Background: an optimization exercise with open tools, aiming at small area, a short achievable clock period and few clock cycles per item. Do not read the settings as production practice.
In this exercise RTL edits were held to simulation tests only and were not proved equivalent to the original.
Power is estimated from default activity; no workload was simulated.

job 5494:
Design Mult, start of the top module:
module Mult (MultStart, out_A, out_B, rst, clk, HI, LOW, EndMult);
	input wire MultStart;
	input wire [31:0] out_A;
	input wire [31:0] out_B;
	output wire [31:0] HI;
	output wire [31:0] LOW;
	input wire rst;
	input wire clk;
	output reg EndMult;
	always @(posedge clk) EndMult <= ~rst & MultStart;
	wire [32:0] bs;
	assign bs = {out_B, 1'b0};
	wire [32:0] ax = {out_A[31], out_A};
	wire [32:0] ax1 = {out_A, 1'b0};
	wire one0, two0;
	BoothEnc enc0 (.b(bs[2:0]), .one(one0), .two(two0));
	wire neg0 = bs[2] | ~(bs[1] | bs[0]);
	wire [31:0] pp0;
	wire pn0;
	BoothRowX row0 (.one(one0), .two(two0), .nx(bs[2]), .a(out_A), .p(pp0), .pn(pn0));
	wire one1, two1;
	BoothEnc enc1 (.b(bs[4:2]), .one(one1), .two(two1));
	wire neg1 = bs[4] | ~(bs[3] | bs[2]);
	wire [31:0] pp1;
	wire pn1;
	BoothRowX row1 (.one(one1), .two(two1), .nx(bs[4]), .a(out_A), .p(pp1), .pn(pn1));
	wire one2, two2;
	BoothEnc enc2 (.b(bs[6:4]), .one(one2), .two(two2));
	wire neg2 = bs[6] | ~(bs[5] | bs[4]);
	wire [31:0] pp2;
	wire pn2;
	BoothRowX row2 (.one(one2), .two(two2), .nx(bs[6]), .a(out_A), .p(pp2), .pn(pn2));
	wire one3, two3;
	BoothEnc enc3 (.b(bs[8:6]), .one(one3), .two(two3));
	wire neg3 = bs[8] | ~(bs[7] | bs[6]);
	wire [31:0] pp3;
	wire pn3;
	BoothRowX row3 (.one(one3), .two(two3), .nx(bs[8]), .a(out_A), .p(pp3), .pn(pn3));
	wire one4, two4;
	BoothEnc enc4 (.b(bs[10:8]), .one(one4), .two(two4));
	wire neg4 = bs[10] | ~(bs[9] | bs[8]);
	wire [31:0] pp4;
	wire pn4;
	BoothRowX row4 (.one(one4), .two(two4), .nx(bs[10]), .a(out_A), .p(pp4), .pn(pn4));
	wire one5, two5;
	BoothEnc enc5 (.b(bs[12:10]), .one(one5), .two(two5));
	wire neg5 = bs[12] | ~(bs[11] | bs[10]);
  ...
Size: ~2300 cells after synthesis.
Settings: LEC_CHECK=0, CAP_MARGIN=20, CORE_MARGIN=2, CORE_UTILIZATION=40, CTS_BUF_LIST=sky130_fd_sc_hd__clkbuf_4 sky130_fd_sc_hd__clkbuf_8, SETUP_SLACK_MARGIN=1.7, SLEW_MARGIN=20, SYNTH_HIERARCHICAL=1, SYNTH_MINIMUM_KEEP_SIZE=0, TNS_END_PERCENT=20; clock period 6.5 ns.
standard.sh (not shown) runs the stock make flow with config.mk's settings and CLKGATE_MAP_FILE= SYNTH_SCRIPT=/design/flow/synth_recipe.tcl, a recipe that flattens the netlist after the stock synthesis.
==> flow/flow/run.sh <==
#!/bin/bash
# The standard layout (the standard.sh: ORFS synthesis to finish), except that
# the port buffers are sky130_fd_sc_hd__buf_2 rather than the delay-cell buffer
# that buffer_ports picks by default. The make output goes to standard.log; ORFS
# keeps each step's own log under orfs/logs/.
set -uo pipefail
bash standard.sh "BUFFER_PORTS_ARGS=-buffer_cell sky130_fd_sc_hd__buf_2" finish > standard.log 2>&1
Testbench counts of job 5494, summed over its fixed seeds: cycles 960, items 960.
Edits applied to the flow inputs when going from job 5494 to job 1356:
- CTS_BUF_LIST no longer set, was sky130_fd_sc_hd__clkbuf_4 sky130_fd_sc_hd__clkbuf_8
- SETUP_SLACK_MARGIN now 1.5, was 1.7
- TNS_END_PERCENT no longer set, was 20
==> flow/flow/run.sh <==
#!/bin/bash
# The standard layout (the standard.sh: ORFS synthesis to finish), except that
# the port buffers are sky130_fd_sc_hd__buf_1 rather than the delay-cell buffer
# that buffer_ports picks by default. The make output goes to standard.log; ORFS
# keeps each step's own log under orfs/logs/.
set -uo pipefail
bash standard.sh "BUFFER_PORTS_ARGS=-buffer_cell sky130_fd_sc_hd__buf_1" finish > standard.log 2>&1
- Job 5494 ended with every stage complete and zero timing, DRC or antenna violations.
- Job 1356 finished every stage and its layout cleared the timing, DRC and antenna checks.
- Compared with job 5494, cell area in job 1356 decreased slightly.
- Compared with job 5494, in job 1356 maximum clock frequency saw a decrease, initial antenna violation count -2, TritonCTS sink count did not really move.
- Going from job 5494 to job 1356, via count of the first global-routing pass saw a decrease, multi-input gate share of total cell area lost 0.48 points, number of buffers inserted by port buffering neither gained nor lost much.
- STATUS first-pass GRT wire length: job 1356 loses against job 5494
- Cmp job 5494 and job 1356 / utilization / higher: job 5494
- Compared with job 5494, job 1356 shows a higher hold slack.
### job 1356 -> job 5411
- TNS_END_PERCENT newly set to 20
- CTS_BUF_LIST newly set to sky130_fd_sc_hd__clkbuf_4 sky130_fd_sc_hd__clkbuf_8
- PLACE_DENSITY newly set to 0.8
==> flow/flow/run.sh <==
#!/bin/bash
# The standard layout (the standard.sh: ORFS synthesis to finish), except that
# the port buffers are sky130_fd_sc_hd__buf_2 rather than the delay-cell buffer
# that buffer_ports picks by default. The make output goes to standard.log; ORFS
# keeps each step's own log under orfs/logs/.
set -uo pipefail
bash standard.sh "BUFFER_PORTS_ARGS=-buffer_cell sky130_fd_sc_hd__buf_2" finish > standard.log 2>&1
Findings:
- Summary: with job 1356 as the reference, number of signal-net buffers in the layout in job 5411 moved down by more than 10%.
- The estimated power of job 5411 ends up higher than the estimate for job 1356.
- Diff job 5411..job 1356 | maximum clock rate | negligible
- Job 1356 → job 5411: share of power burned in registers went down by 0.2 points, utilization went down by 0.69 points, cell area went down by 440 um^2, detail-routed net length per standard cell went down by 5.5%.
- Wire length of the first global-routing pass: job 5411 < job 1356
- Looking at critical-path cell with the highest stage delay, the sky130_fd_sc_hd__buf_2 result is from job 5411; the sky130_fd_sc_hd__fa_1 one comes from job 1356.

port drivers added, routing unchanged:
Ports are ideal in the flow. The routed layouts listed here were re-timed in OpenROAD. Step 1 assumes that a clkbuf_16 drives the clock port and a buf_2 every other input. Step 2 adds t to the input delays and takes it off the output delays; t is the mean of the earliest and latest rising clock arrival at the registers after step 1. Input paths then give back, and output paths get back, about the clock's delay inside the block. a / b / c = ideal ports / drivers / drivers and shift; a / b = the first two.
run	t (ns)	setup slack, ns	worst hold slack (ns)	latest minus earliest clock arrival (ns)
job 5494	0.620	1.679 / 1.619 / 1.145	0.889 / 0.853 / 1.473	0.025 / 0.026
job 1356	0.550	1.550 / 1.573 / 1.023	0.968 / 0.927 / 1.477	0.014 / 0.014
job 5411	0.621	1.538 / 1.538 / 0.946	0.876 / 0.839 / 1.461	0.026 / 0.027
After both steps every run listed still meets setup and hold. The setup slack of job 5411, which loses most, moves by 0.000 ns with the drivers and by -0.592 ns with both steps.
